What follows belongs to an exercise in optimizing a design on an open flow for a short achievable clock period; a production flow would make more cautious choices. Where RTL was checked, it was by simulation tests only, not by an equivalence proof against the original. The clock port is modelled as an ideal driver, which makes a skipped or thinned clock tree look cheaper than it is; a real chip needs a root buffer or a tree. Power is estimated from default activity; no workload was simulated.

==> run a: inputs <==
// alu
module alu(OPA, OPB, CIN, INP_VALID, CLK, RST, CMD, CE, MODE, COUT, OFLOW, RES, G, E, L, ERR);
export LEC_CHECK = 0
export CAP_MARGIN = 20
export CORE_MARGIN = 2
export CORE_UTILIZATION = 40
export SLEW_MARGIN = 20
create_clock -name core_clock -period 8.0 [get_ports {CLK}]
standard.sh (not shown) runs the stock make flow with config.mk's settings and CLKGATE_MAP_FILE= SYNTH_SCRIPT=/design/flow/synth_recipe.tcl, a recipe that flattens the netlist after the stock synthesis.
==> flow/flow/run.sh <==
#!/bin/bash
# Standard ORFS flow (the standard.sh) with: the standard flow's synthesis script wrapped so that
# ABC uses flow/abc_speed.script, no full-adder cell extraction, and repair_timing aiming
# well below the 8 ns constraint.
W=$(pwd)
export MY_ABC_SCRIPT=$W/flow/abc_speed.script
export FLOW_SYNTH_TCL=$W/synth_recipe.tcl
bash standard.sh SYNTH_SCRIPT=$W/flow/my_synth.tcl ADDER_MAP_FILE= ABC_CLOCK_PERIOD_IN_PS=1000 \
  SETUP_SLACK_MARGIN=5.6 finish > flow_make.log 2>&1
==> flow/flow/abc_speed.script <==
strash
&get -n
&st
&if -g -K 6
&syn2
&if -g -K 6
&put
dch -f
map {D}
buffer
upsize {D}
dnsize {D}
stime -p
==> flow/flow/my_synth.tcl <==
# The standard flow's synthesis script (synth_recipe.tcl), with Yosys's abc pass given our own ABC
# script: SOP balancing before a delay-driven standard-cell map.
proc abc {args} {
  set i [lsearch -exact $args -script]
  if {$i >= 0} { lset args [expr {$i + 1}] $::env(MY_ABC_SCRIPT) }
  yosys abc {*}$args
}
source $::env(FLOW_SYNTH_TCL)
==> inputs of run b, as changes to run a <==
--- a/flow/design.v
+++ b/flow/design.v
@@ -38,46 +38,46 @@
     wire mul_en = am & vab & (CMD[3:2] == 2'b10) & (CMD[1] ^ CMD[0]);
     wire inc = CMD[0];
     wire [9:0] y = {2'b00, OPB};
     wire [9:0] x1 = inc ? {2'b00, OPA} : {1'b0, OPA, 1'b0};
     wire [9:0] x2 = inc ? {1'b0, OPA, 1'b1} : {OPA, 2'b00};
     wire b0_y0 = inc, b0_y1 = y[0], b0_y2 = y[1];
-    wire one0 = b0_y1 ^ b0_y0;               
-    wire e0 = b0_y2 ^ b0_y1;                 
+    wire one0 = b0_y1 ^ b0_y0;
+    wire two0 = ((b0_y2 & ~b0_y1 & ~b0_y0) | (~b0_y2 & b0_y1 & b0_y0));
+    wire neg0 = b0_y2 & ~(b0_y1 & b0_y0);
     wire pos0 = ~b0_y2 & (b0_y1 | b0_y0);
-    wire zm0 = b0_y2 & b0_y1 & b0_y0;
-    wire [9:0] row0_d = {10{b0_y2}} ^ (one0 ? x1[9:0] : ({10{e0}} & x2[9:0]));
-    wire cor0_d = inc ? (pos0 | zm0) : b0_y2;
+    wire [9:0] row0_d = (({10{one0}} & x1[9:0]) | ({10{two0}} & x2[9:0])) ^ {10{neg0}};
+    wire cor0_d = inc ? pos0 : neg0;
     wire b1_y0 = y[1], b1_y1 = y[2], b1_y2 = y[3];
-    wire one1 = b1_y1 ^ b1_y0;               
-    wire e1 = b1_y2 ^ b1_y1;                 
+    wire one1 = b1_y1 ^ b1_y0;
+    wire two1 = ((b1_y2 & ~b1_y1 & ~b1_y0) | (~b1_y2 & b1_y1 & b1_y0));
+    wire neg1 = b1_y2 & ~(b1_y1 & b1_y0);
     wire pos1 = ~b1_y2 & (b1_y1 | b1_y0);
-    wire zm1 = b1_y2 & b1_y1 & b1_y0;
-    wire [9:0] row1_d = {10{b1_y2}} ^ (one1 ? x1[9:0] : ({10{e1}} & x2[9:0]));
-    wire cor1_d = inc ? (pos1 | zm1) : b1_y2;
+    wire [9:0] row1_d = (({10{one1}} & x1[9:0]) | ({10{two1}} & x2[9:0])) ^ {10{neg1}};
+    wire cor1_d = inc ? pos1 : neg1;
     wire b2_y0 = y[3], b2_y1 = y[4], b2_y2 = y[5];
-    wire one2 = b2_y1 ^ b2_y0;               
-    wire e2 = b2_y2 ^ b2_y1;                 
+    wire one2 = b2_y1 ^ b2_y0;
+    wire two2 = ((b2_y2 & ~b2_y1 & ~b2_y0) | (~b2_y2 & b2_y1 & b2_y0));
+    wire neg2 = b2_y2 & ~(b2_y1 & b2_y0);
     wire pos2 = ~b2_y2 & (b2_y1 | b2_y0);
-    wire zm2 = b2_y2 & b2_y1 & b2_y0;
-    wire [9:0] row2_d = {10{b2_y2}} ^ (one2 ? x1[9:0] : ({10{e2}} & x2[9:0]));
-    wire cor2_d = inc ? (pos2 | zm2) : b2_y2;
+    wire [9:0] row2_d = (({10{one2}} & x1[9:0]) | ({10{two2}} & x2[9:0])) ^ {10{neg2}};
+    wire cor2_d = inc ? pos2 : neg2;
     wire b3_y0 = y[5], b3_y1 = y[6], b3_y2 = y[7];
-    wire one3 = b3_y1 ^ b3_y0;               
-    wire e3 = b3_y2 ^ b3_y1;                 
+    wire one3 = b3_y1 ^ b3_y0;
+    wire two3 = ((b3_y2 & ~b3_y1 & ~b3_y0) | (~b3_y2 & b3_y1 & b3_y0));
+    wire neg3 = b3_y2 & ~(b3_y1 & b3_y0);
     wire pos3 = ~b3_y2 & (b3_y1 | b3_y0);
-    wire zm3 = b3_y2 & b3_y1 & b3_y0;
-    wire [9:0] row3_d = {10{b3_y2}} ^ (one3 ? x1[9:0] : ({10{e3}} & x2[9:0]));
-    wire cor3_d = inc ? (pos3 | zm3) : b3_y2;
+    wire [9:0] row3_d = (({10{one3}} & x1[9:0]) | ({10{two3}} & x2[9:0])) ^ {10{neg3}};
+    wire cor3_d = inc ? pos3 : neg3;
     wire b4_y0 = y[7], b4_y1 = y[8], b4_y2 = y[9];
-    wire one4 = b4_y1 ^ b4_y0;               
-    wire e4 = b4_y2 ^ b4_y1;                 
+    wire one4 = b4_y1 ^ b4_y0;
+    wire two4 = ((b4_y2 & ~b4_y1 & ~b4_y0) | (~b4_y2 & b4_y1 & b4_y0));
+    wire neg4 = b4_y2 & ~(b4_y1 & b4_y0);
     wire pos4 = ~b4_y2 & (b4_y1 | b4_y0);
-    wire zm4 = b4_y2 & b4_y1 & b4_y0;
-    wire [7:0] row4_d = {8{b4_y2}} ^ (one4 ? x1[7:0] : ({8{e4}} & x2[7:0]));
-    wire cor4_d = inc ? (pos4 | zm4) : b4_y2;
+    wire [7:0] row4_d = (({8{one4}} & x1[7:0]) | ({8{two4}} & x2[7:0])) ^ {8{neg4}};
+    wire cor4_d = inc ? pos4 : neg4;
     reg [9:0] row0_q;
     reg inv0_q, cor0_q;
     reg [9:0] row1_q;
     reg inv1_q, cor1_q;
     reg [9:0] row2_q;
     reg inv2_q, cor2_q;
@@ -111,25 +111,25 @@
     reg q_shrb;
     reg q_shlb;
     reg q_rol;
     reg q_ror;
     always @(posedge CLK) begin
         row0_q <= row0_d;
-        inv0_q <= b0_y2;
+        inv0_q <= neg0;
         cor0_q <= cor0_d;
         row1_q <= row1_d;
-        inv1_q <= b1_y2;
+        inv1_q <= neg1;
         cor1_q <= cor1_d;
         row2_q <= row2_d;
-        inv2_q <= b2_y2;
+        inv2_q <= neg2;
         cor2_q <= cor2_d;
         row3_q <= row3_d;
-        inv3_q <= b3_y2;
+        inv3_q <= neg3;
         cor3_q <= cor3_d;
         row4_q <= row4_d;
-        inv4_q <= b4_y2;
+        inv4_q <= neg4;
         cor4_q <= cor4_d;
         a_q <= OPA;
         b_q <= OPB;
         cu_q <= CIN & ~CMD[3] & CMD[1] & ~CMD[0];           
         cv_q <= ~(CIN & ~CMD[3] & CMD[1] & CMD[0]);   
         bmax_cin_q <= CIN & (&OPB);
==> flow/flow/run.sh (replaced) <==
#!/bin/bash
# Standard ORFS flow (the standard.sh) with:
#  - the standard flow's synthesis script wrapped so that ABC uses flow/abc_speed.script, and no
#    full-adder cell extraction;
#  - a one-level clock tree (flow/manual_cts.tcl) in place of TritonCTS;
#  - repair_timing aiming well below the 8 ns constraint.
W=$(pwd)
export MY_FLOW_DIR=$W/flow
export MY_ABC_SCRIPT=$W/flow/abc_speed.script
export FLOW_SYNTH_TCL=$W/synth_recipe.tcl
bash standard.sh SYNTH_SCRIPT=$W/flow/my_synth.tcl ADDER_MAP_FILE= ABC_CLOCK_PERIOD_IN_PS=1000 \
  PRE_CTS_TCL=$W/flow/pre_cts.tcl SETUP_SLACK_MARGIN=${MY_MARGIN:-5.8} ${MY_EXTRA:-} finish > flow_make.log 2>&1
==> flow/flow/manual_cts.tcl (new file) <==
# One-level clock tree: the clock port drives NBUF clkbuf_16 buffers, each driving the
# flip-flops of one placement region (balanced split by x, then by y).
proc mcts_split {items key} {
  # items: list of {iterm x y}; returns two halves sorted by key index
  set s [lsort -real -index $key $items]
  set n [llength $s]
  set h [expr {$n / 2}]
  return [list [lrange $s 0 [expr {$h - 1}]] [lrange $s $h end]]
}
proc manual_cts {args} {
  set nbuf [expr {[info exists ::env(MCTS_NBUF)] ? $::env(MCTS_NBUF) : 4}]
  set bufm [expr {[info exists ::env(MCTS_BUF)] ? $::env(MCTS_BUF) : "sky130_fd_sc_hd__clkbuf_16"}]
  set block [ord::get_db_block]
  set clknet [[$block findBTerm CLK] getNet]
  set items {}
  foreach it [$clknet getITerms] {
    set b [[$it getInst] getBBox]
    lappend items [list $it [expr {([$b xMin] + [$b xMax]) / 2}] [expr {([$b yMin] + [$b yMax]) / 2}]]
  }
  puts "manual_cts: [llength $items] sinks, $nbuf buffers"
  set groups [list $items]
  # split until nbuf groups: alternate x / y
  set key 1
  while {[llength $groups] < $nbuf} {
    set ng {}
    foreach g $groups { lappend ng {*}[mcts_split $g $key] }
    set groups $ng
    set key [expr {$key == 1 ? 2 : 1}]
  }
  set master [[ord::get_db] findMaster $bufm]
  set k 0
  foreach g $groups {
    set sx 0; set sy 0
    foreach e $g { set sx [expr {$sx + [lindex $e 1]}]; set sy [expr {$sy + [lindex $e 2]}] }
    set cx [expr {int($sx / [llength $g])}]; set cy [expr {int($sy / [llength $g])}]
    set inst [odb::dbInst_create $block $master "clkbuf_m_$k"]
    set net [odb::dbNet_create $block "clknet_m_$k"]
    $net setSigType CLOCK
    [$inst findITerm A] connect $clknet
    [$inst findITerm X] connect $net
    foreach e $g { set it [lindex $e 0]; $it disconnect; $it connect $net }
    $inst setLocation $cx $cy
    $inst setPlacementStatus PLACED
    puts "manual_cts: buffer $k at ($cx, $cy) drives [llength $g] sinks"
    incr k
  }
}
==> flow/flow/pre_cts.tcl (new file) <==
# Replace TritonCTS by a one-level clock tree (see manual_cts.tcl): the rest of ORFS's
# CTS step (legalization, timing repair) runs unchanged.
source $::env(MY_FLOW_DIR)/manual_cts.tcl
rename clock_tree_synthesis tritoncts_clock_tree_synthesis
proc clock_tree_synthesis {args} { manual_cts }
==> comparison <==
- In run a the sequential power is lower than in run b, by about 1%.
- Against run a, the sequential share of layout area of run b is lower by 1.4 points.
- Of run b and run a, run a has the higher first-iteration DRC count (gap 0.38%, measured against run a).
- Of run a and run b, run a has the higher hold slack (gap 0.035 ns).
- Of run b and run a, run b has the higher synthesized cell count (gap 0.26%, measured against run a).
- Of run b and run a, run a has the higher worst setup slack (gap 0.16 ns).
- Against run b, the die area of run a is higher by 0.66%.
Only the layout flow was run in run a; the RTL was not checked for function there. The clock cells of run b come from the design's own scripts or RTL, not from TritonCTS.

-- separate check: timing with driven ports --
The results above use ideal ports. As a check the final layouts listed here were re-extracted and re-timed, cells and wires unchanged.
Step 1 (the two cells are an assumption about what drives the block):
set clk [get_ports {CLK}]
set_driving_cell -lib_cell sky130_fd_sc_hd__clkbuf_16 $clk
set_driving_cell -lib_cell sky130_fd_sc_hd__buf_2 [delete_from_list [all_inputs] $clk]
Step 2 moves the port delays by t, midway between the first and last clock arrival at a register: inputs arrive t later, outputs are due t later. That takes back most of the time a late clock gives input paths.
Three values: ideal, step 1, step 2; two values: the first two.
run	t, ns	slack for setup (ns)	clock arrival spread, ns
run a	0.478	5.419 / 5.369 / 4.955	0.021 / 0.021
run b	0.272	5.257 / 5.305 / 5.032	0.018 / 0.019
After both steps every run listed still meets setup and hold. The setup slack of run a, which loses most, moves by -0.050 ns with the drivers and by -0.464 ns with both steps.
